Context: an optimization exercise on an open-source flow, tuned for small area and a short achievable clock period. The choices shown serve that exercise and are no tape-out recipe. The RTL was checked by simulation tests, not by an equivalence proof against the original design. Power figures rest on the tool's default switching activity, not on a simulated workload.

<file path="design/flow/config.mk">
export PLATFORM = sky130hd
export DESIGN_NAME = TopModule
export DESIGN_NICKNAME = TopModule
export VERILOG_FILES = /design/flow/design.v
export SDC_FILE = /design/flow/constraint.sdc
export NUM_CORES = 4
export LEC_CHECK = 0
export CAP_MARGIN = 20
export CORE_MARGIN = 2
export CORE_UTILIZATION = 40
export SLEW_MARGIN = 20
</file>
<file path="design/flow/constraint.sdc">
create_clock -name core_clock -period 5.0 [get_ports {clk}]
set_input_delay 1.0000 -clock core_clock [delete_from_list [all_inputs] [get_ports {clk}]]
set_output_delay 1.0000 -clock core_clock [all_outputs]
set_load 0.01 [all_outputs]
</file>
<file path="design/flow/design.v">
`timescale 1ns / 1ps
module alu( input logic aluOP, input logic [7:0] number1, number2, output logic [7:0] sum, output logic equals);
    always_comb
        case ( aluOP)
            1'b1: begin equals = ( number1 == number2); sum = 8'b0; end
            1'b0: begin equals = 0; sum = number1 + number2; end
            default: begin equals = 0; sum = 8'b0; end
        endcase
endmodule
`timescale 1ns / 1ps
module registerFile( input logic clk, reset, writeEnable, input logic [3:0] writeAddress, input logic [7:0] writeData,
                     input logic [3:0] readAddress1, readAddress2,
                     output logic [7:0] readData1, readData2);
    logic [7:0] registers [15:0];
    always_ff @(posedge clk, posedge reset)
        if ( reset) begin
            for ( int i = 0; i < 16; i++) begin
                registers[i] <= 8'b0;
            end
        end
        else if ( writeEnable) begin
            registers[writeAddress] <= writeData;
        end 
    assign readData1 = registers[readAddress1];
    assign readData2 = registers[readAddress2];                           
endmodule
`timescale 1ns / 1ps
module dataMem( input logic clk, reset, writeEnable, input logic [7:0] writeData, input logic [3:0] writeAddress,
                input logic [3:0] readAddress1, readAddress2,
                output logic [7:0] readData1, readData2);
    logic [7:0] memory [15:0];  
    always_ff @( posedge clk, posedge reset)
        if ( reset) begin
            for ( int i = 0; i < 16; i++) begin
                memory[i] <= 8'b0;
            end
        end
        else if ( writeEnable) begin
            memory[writeAddress] <= writeData;
        end
    assign readData1 = memory[readAddress1];
    assign readData2 = memory[readAddress2];              
endmodule
`timescale 1ns / 1ps
module datapath( input logic clk, reset, 
                 input logic [15:0] instruction,
                 input logic [7:0] memReadData,
                 input logic writeEnableReg, writeEnableMem, aluopcode, jumpEnable, stopEnable, loadPC, writeFromMem,
                 input logic addrDst, dataDst,
                 output logic equals,
                 output logic [3:0] memAddress,
                 output logic [7:0] memWriteData,
                 output logic [4:0] insAddress,
                 output logic [3:0] memWriteAddress);
    logic [4:0] nextAddress;
    logic [3:0] regAddr;
    logic [7:0] regWriteData, regRead1, regRead2;  
    logic [7:0] sum; 
    always_ff @( posedge clk, posedge reset)
        if (reset)
            insAddress <= 5'b0;                   
        else if ( ( loadPC && ~stopEnable) || jumpEnable) insAddress <= nextAddress;                   
    assign nextAddress = jumpEnable ? instruction[12:8] : (insAddress + 1);
    registerFile register( clk, reset, writeEnableReg, regAddr, regWriteData, instruction[7:4], instruction[3:0], regRead1, regRead2);
    assign regAddr = addrDst ? instruction[11:8] : instruction[7:4];    
    assign regWriteData = dataDst ? instruction[7:0] : ( writeFromMem ? memReadData : sum);
    alu ALU( aluopcode, regRead1, regRead2, sum, equals);                     
    assign memAddress = instruction[3:0];
    assign memWriteData = dataDst ? instruction[7:0] : regRead2;
    assign memWriteAddress = addrDst ?  instruction[11:8] : instruction[7:4];
endmodule
`timescale 1ns / 1ps
module controller( input logic [2:0] opcode, input logic immBit, equals, nextInstruction,
                   output logic writeEnableReg, writeEnableMem, loadPC, writeFromMem,
                   output logic aluopcode, jumpEnable, 
                   output logic addrDst, dataDst,
                   output logic stopEnable);
    always_comb
        case ( opcode)
            3'b000: begin
                writeEnableMem = 1;
                writeEnableReg = 0;
                aluopcode = 0;
                jumpEnable = 0;
                stopEnable = 0;
                writeFromMem = 0;
                if ( immBit) begin 
                    addrDst = 1;
                    dataDst = 1;
                end 
                else begin
                    addrDst = 0;
                    dataDst = 0;
                end
            end
            3'b001: begin
                writeEnableMem = 0;
                writeEnableReg = 1;
                aluopcode = 0;
                jumpEnable = 0;
                stopEnable = 0;
                if ( immBit) begin
                    addrDst = 1;
                    dataDst = 1;
                    writeFromMem = 0;
                end
                else begin
                    addrDst = 0;
                    dataDst = 0;
                    writeFromMem = 1;
                end
            end
            3'b010: begin
                writeEnableReg = 1;
                aluopcode = 0;
                writeEnableMem = 0;
                jumpEnable = 0;
                addrDst = 1;
                dataDst = 0; 
                stopEnable = 0;
                writeFromMem = 0;               
            end
            3'b101: begin
                writeEnableReg = 0;
                aluopcode = 1;
                writeEnableMem = 0;
                writeFromMem = 0;
                if ( equals)
                    jumpEnable = 1;
                else
                    jumpEnable = 0;
                addrDst = 0;
                dataDst = 0;
                stopEnable = 0;
            end
            3'b111: begin
                writeEnableReg = 0;
                aluopcode = 0;
                writeEnableMem = 0;
                jumpEnable = 0;
                addrDst = 0;
                dataDst = 0; 
                stopEnable = 1;  
                writeFromMem = 0;             
            end
            default: begin
                writeEnableReg = 0;
                aluopcode = 0;
                writeEnableMem = 0;
                jumpEnable = 0;
                addrDst = 0;
                dataDst = 0; 
                stopEnable = 0;  
                writeFromMem = 0;      
            end
        endcase
    assign loadPC = nextInstruction;        
endmodule
`timescale 1ns / 1ps
module processor( input logic clk, reset, nextInstruction,
                  input logic [2:0] opcode,
                  input logic immBit, 
                  input logic [15:0] instruction,
                  input logic [7:0] memReadData,
                  output logic [7:0] memWriteData,
                  output logic [3:0] memAddress,
                  output logic [4:0] insAddress,
                  output logic [3:0] memWriteAddress,
                  output logic stopEnable,
                  output logic writeEnableMem);
    logic equals, writeEnableReg, loadPC, writeFromMem, jumpEnable, addrDst, dataDst, aluopcode;
    controller controls( opcode, immBit, equals, nextInstruction,
                         writeEnableReg, writeEnableMem, loadPC, writeFromMem,
                         aluopcode, jumpEnable,
                         addrDst, dataDst, 
                         stopEnable);
    datapath path( clk, reset, 
                   instruction,
                   memReadData,
                   writeEnableReg, writeEnableMem, aluopcode, jumpEnable, stopEnable, loadPC, writeFromMem,
                   addrDst, dataDst,
                   equals,
                   memAddress,
                   memWriteData,
                   insAddress,
                   memWriteAddress);
endmodule
`timescale 1ns / 1ps
module instructionMem( input [4:0] address, output logic [15:0] instruction);
    always_comb
        case ( address)
            5'b00000: instruction = 16'b001_0_0000_0000_0000;  
            5'b00001: instruction = 16'b001_0_0000_0001_0001;  
            5'b00010: instruction = 16'b001_1_0010_00000000;  
            5'b00011: instruction = 16'b001_1_1111_00000000;  
            5'b00100: instruction = 16'b001_1_0100_00000001;  
            5'b00101: instruction = 16'b101_01001_0010_0001;  
            5'b00110: instruction = 16'b010_0_1111_1111_0000;  
            5'b00111: instruction = 16'b010_0_0010_0010_0100;  
            5'b01000: instruction = 16'b101_00101_0000_0000;  
            5'b01001: instruction = 16'b000_0_1111_1111_1111;  
            default: instruction = 16'b111_0_0000_0000_0000;            
        endcase
endmodule
`timescale 1ns / 1ps
module TopModule( input logic clk, input logic reset,
                  input logic prevMem, nextMem, executeSwitch, executeMem,
                  input logic [15:0] switchInstruction, output logic [15:0] memInst,
                  output logic [7:0] dispData, output logic [3:0] dispAddr,
                  output logic [4:0] pc, output logic halted);
    logic [4:0] insAddress;
    logic [3:0] addressCounter, memAddress;
    logic [15:0] instruction;
    logic writeEnable;
    logic [7:0] memReadData, memWriteData, sevSegData;
    logic [3:0] memWriteAddress;
    logic stopEnable;
    always_ff @( posedge clk, posedge reset)
    begin
        if (reset) begin
            instruction <= 16'b110_0000000000000;
            addressCounter <= 0;
        end
        else if ( nextMem) begin
            addressCounter <= addressCounter + 1;
        end
        else if ( prevMem) begin
            addressCounter <= addressCounter - 1;
        end
        else if ( !stopEnable) begin
            if ( executeSwitch) begin
                instruction <= switchInstruction;
            end
            else if ( executeMem) begin
                instruction <= memInst;
            end
            else begin
                instruction <= 16'b110_0000000000000;
            end
        end
    end
    instructionMem instMem( insAddress, memInst);
    processor process( clk, reset, executeMem, instruction[15:13], instruction[12], instruction, memReadData, memWriteData, memAddress,
                         insAddress, memWriteAddress, stopEnable, writeEnable);
    dataMem datamemory( clk, reset, writeEnable, memWriteData, memWriteAddress, memAddress, 
                        addressCounter, memReadData, sevSegData);
    assign dispData = sevSegData;
    assign dispAddr = addressCounter;
    assign pc = insAddress;
    assign halted = stopEnable;
endmodule
</file>
<file path="design/flow/run.sh">
#!/bin/bash
# synth_recipe.tcl (not shown) runs the flow's synth.tcl, then flattens the netlist and writes it again
# the make line also repeats each setting of config.mk as NAME=value (left out here)
make -C /OpenROAD-flow-scripts/flow DESIGN_CONFIG=/design/flow/config.mk WORK_HOME=/design/flow/orfs CLKGATE_MAP_FILE= SYNTH_SCRIPT=/design/flow/synth_recipe.tcl finish
</file>
==> metrics.md <==
| Metric | Value |
|---|---|
| Number of synthesized flops with an enable pin | 0 |
| Vias in the first global route | roughly 14000 |
| Wire per inst | just under 30 um |
| Fmax | roughly 210 MHz |
| GRT Residual Overflow | 0 |
| Fin worst setup slack | 0.311 ns |
| GPL Wtd Cong | 1.00 |
| CP endpoint kind | flop |
| Maximum vdd drop | 0.365 mV |
| Number of inserted diodes | 0 |
| Worst-Margin Slew | 1.15 ns |
| Area contributors post-synth | dfrtp_1 (44%), mux2_2 (11%), a21oi_1 (4.7%) |
| Max_slew headroom | a little under a quarter |
| IO buf count | 55 |
| Die Y | 204 um |
| Drt pass-1 iters | 6 |
| Die area | about 0.042 mm^2 |
| Final WL | between 60000 and 70000 um |
| Worst path arrival time | 5.15 ns |
| CP Class | reg2reg |
| First-pass GRT wire length | 97100 um |
| GRT Util Overall | about a third |
| Critical path startpoint category | flop |
| CP Max Fanout | 27 |
| Period utilization | between 90% and 100% |
| Post-route DRC | 0 |
| H-Tree Level Count | 1 |
| Max-Cap Viols | 0 |
| Ports | 56 |
| Root Driver | clkbuf_16 |
| Clock Path Buffers | 3 |
| Grt met1 use | 44.4% |
| RSZ-0062 raised after global routing | false |
| Antenna violations before repair | 0 |
| Worst R2R Path Depth | 16 |
| Ys flop type | dfrtp_1 |
| Num Clock Sinks | approximately 280 |
| Most common cell after layout, fill and taps aside | dfrtp_1 |
| Placed Instances | 2202 |
| TritonCTS Buffers | 30 |
| Fraction of layout cells with a size suffix above 1 | a little under a fifth |
| Syn_nets | between 1500 and 2000 |
| Yosys top cell area share | 43.6% |
| PD cells | 756 mW/mm^2 |
| Final hold viol count | 0 |
| Final ANT Viol Nets | 0 |
| Detailed-route via count | roughly 14000 |
| Ys async rst share | 100% |
| Post-CTS Setup Bufs | 0 |
| Placement Setup Slack | 0.407 ns |
| Fin. max-slew vios | 0 |
| Pin count of the biggest net entering global routing | 78 |
| Final TNS setup | 0 ns |
| Post-synth top area cell | dfrtp_1 |
| GRT Max-Usage Layer | met2 |
| Worst skew pair latency | approximately 0.60 ns |
| Outcome | complete, no violations |
| Post-Layout Cell Count | approximately 2300 |
| LEAKAGE | 7.87 nW |
| Core ar. | 0.0396 mm^2 |
| Final setup viols | 0 |
| Distinct cells, synth | a little under 70 |
| Via density | 6.39 |
| Die X-Extent | 204 um |
| Period minus WS final | 4.69 ns |
| Sequential fraction of the synthesis area | 44.0% |
| CTS tree | yes |
| Hold-critical path depth | 2 |
| Clock skew | between 0.02 and 0.03 ns |
| Post-Place Cell Area | between 0.015 and 0.02 mm^2 |
| Area growth from synthesis to layout | 15.4% |
| Met2 Use GR | 48.9% |
| Avg Cell Area, Syn | 9.61 um^2 |
| HPWL Detailed | between 40000 and 50000 um |
| FILL cells | ~3800 |
| Post_cts resized | 0 |
| CTS Hold Bufs | 0 |
| WP data required | 5.46 ns |
| Cells after Synth | 1665 |
| Met3 GRT Util | ~5.1% |
| Cell Rows | 73 |
| Initial DRC count | approximately 2000 |
| Register bit total from synthesis | between 200 and 300 |
| Most frequent cells in the layout | dfrtp_1 (275), nor2_1 (177), mux2_2 (155), a21oi_1 (151), nand2_1 (145) |
| Hold WC Path Type | reg2reg |
| Cell Area, Synth | 0.0160 mm^2 |
| Post-route cell area | around 0.018 mm^2 |
| Syn. warnings | 9 |
| Nets | ~1800 |
| Final Util | between 40% and 50% |
| Clk slew on worst S/H paths | about 0.060 ns |
| Initial Util | between 40 and 50% |
-- synth_stat cells, drive strengths merged (22+ instances only) --
| cell | n |
|---|---|
| a21oi | 151 |
| dfrtp | 279 |
| mux2 | 157 |
| nand2b | 24 |
| clkbuf | 94 |
| a221oi | 22 |
| nand3 | 32 |
| a22o | 24 |
| nand2 | 145 |
| mux2i | 41 |
| nor2 | 180 |
| nor2b | 28 |
| o21ai | 110 |
| a22oi | 56 |
| buf | 35 |
-- routing by layer --
metal / routed length (um) / share of wire (%)
met5: 0 / 0
met1: 27500 / 42
met3: 5770 / 8.9
met4: 2800 / 4.3
met2: 29100 / 45
-- state kept, by name, indices dropped and copies added (netlist names) --
| register | flops |
|---|---|
| datamemory.memory | 128 |
| process.path.register.registers | 128 |
| instruction | 16 |
| process.path.insAddress | 5 |
| addressCounter | 4 |
-- stage by stage --
stage	hold slack, ns	power (mW)
after floorplan	0.463	8.19
after global placement	0.485	11.4
after detailed placement	0.498	11.4
after CTS	0.511	13.8
after global routing	0.527	14.6
final	0.510	14.0
-- path summary, 6_finish.rpt --
check,startpoint,endpoint,slack [ns]
worst max register to register,instruction[1]$_DFFE_PP0P_,process.path.register.registers[13][7]$_DFFE_PP0P_,0.31
worst min-delay path,datamemory.memory[11][4]$_DFFE_PP0P_,datamemory.memory[11][4]$_DFFE_PP0P_,0.51
min in group asynchronous,reset,addressCounter[0]$_DFFE_PP0P_,0.72
worst max-delay path,instruction[1]$_DFFE_PP0P_,process.path.register.registers[13][7]$_DFFE_PP0P_,0.31
worst min register to register,datamemory.memory[11][4]$_DFFE_PP0P_,datamemory.memory[11][4]$_DFFE_PP0P_,0.51
max in group asynchronous,reset,process.path.register.registers[6][3]$_DFFE_PP0P_,3.28
-- area by class of cell --
type | instances | area [um^2] | share of cell area [%]
clock buffers | 44 | 893 | 4.84
well taps | 525 | 657 | 3.56
multi-input cells | 1235 | 8390 | 45.4
clock inverters | 11 | 130 | 0.704
repair buffers | 142 | 1280 | 6.92
inverters | 20 | 78.8 | 0.427
flip-flops and latches | 281 | 7040 | 38.1
-- kinds of logic after synthesis --
| kind of cell | Yosys count | share of synthesized area (%) |
|---|---|---|
| multiplexers | 212 | 15.6 |
| AND/OR/NAND/NOR | 469 | 13.0 |
| buffers and inverters | 149 | 3.75 |
| flip-flops | 281 | 44.0 |
| AO/OA/AOI/OAI | 525 | 21.6 |
| adder cells (fa/ha/maj) | 19 | 1.53 |
| XOR/XNOR | 10 | 0.547 |
-- power by group --
part	switching (mW)	internal, mW
logic	4.74	2.77
clock network	0.975	1.34
registers	1.08	3.06
-- critical path, cell delays in order (launching register included) --
cell and delay [ns]:
dfrtp_2 0.64, buf_4 0.32, nor3b_1 0.70, a32oi_1 0.10
o22ai_1 0.24, a21oi_1 0.06, o21ai_0 0.12, o21a_1 0.25
ha_1 0.32, nand3_1 0.12, o211ai_1 0.10, o21ai_0 0.23
nand2b_1 0.08, a21oi_1 0.21, nor4_1 0.10, o32a_1 0.59
mux2_2 0.36

==> what the ideal ports hide <==
In the flow no input, the clock included, has a driving cell. The finished layout below was timed again as built, in two steps.
Step 1: set_driving_cell puts a clkbuf_16 on clk and a buf_2 on each other input, an assumption about the parent block.
Step 2 times the ports against the registers' clock, not the clock port: input delays grow and output delays shrink by t, the midpoint of the rising clock arrivals with the driver on.
Three values: ideal ports, drivers, drivers and shift; two values: the first two.
shift t [ns]: 0.641
setup slack, ns: 0.311 / 0.311 / 0.311
worst setup path after step 2: register to register
latest minus earliest clock arrival (ns): 0.029 / 0.029
pins driven straight from the clock port: 1
After both steps this run still meets setup and hold. The setup slack of this run moves by 0.000 ns with the drivers and by 0.000 ns with both steps.
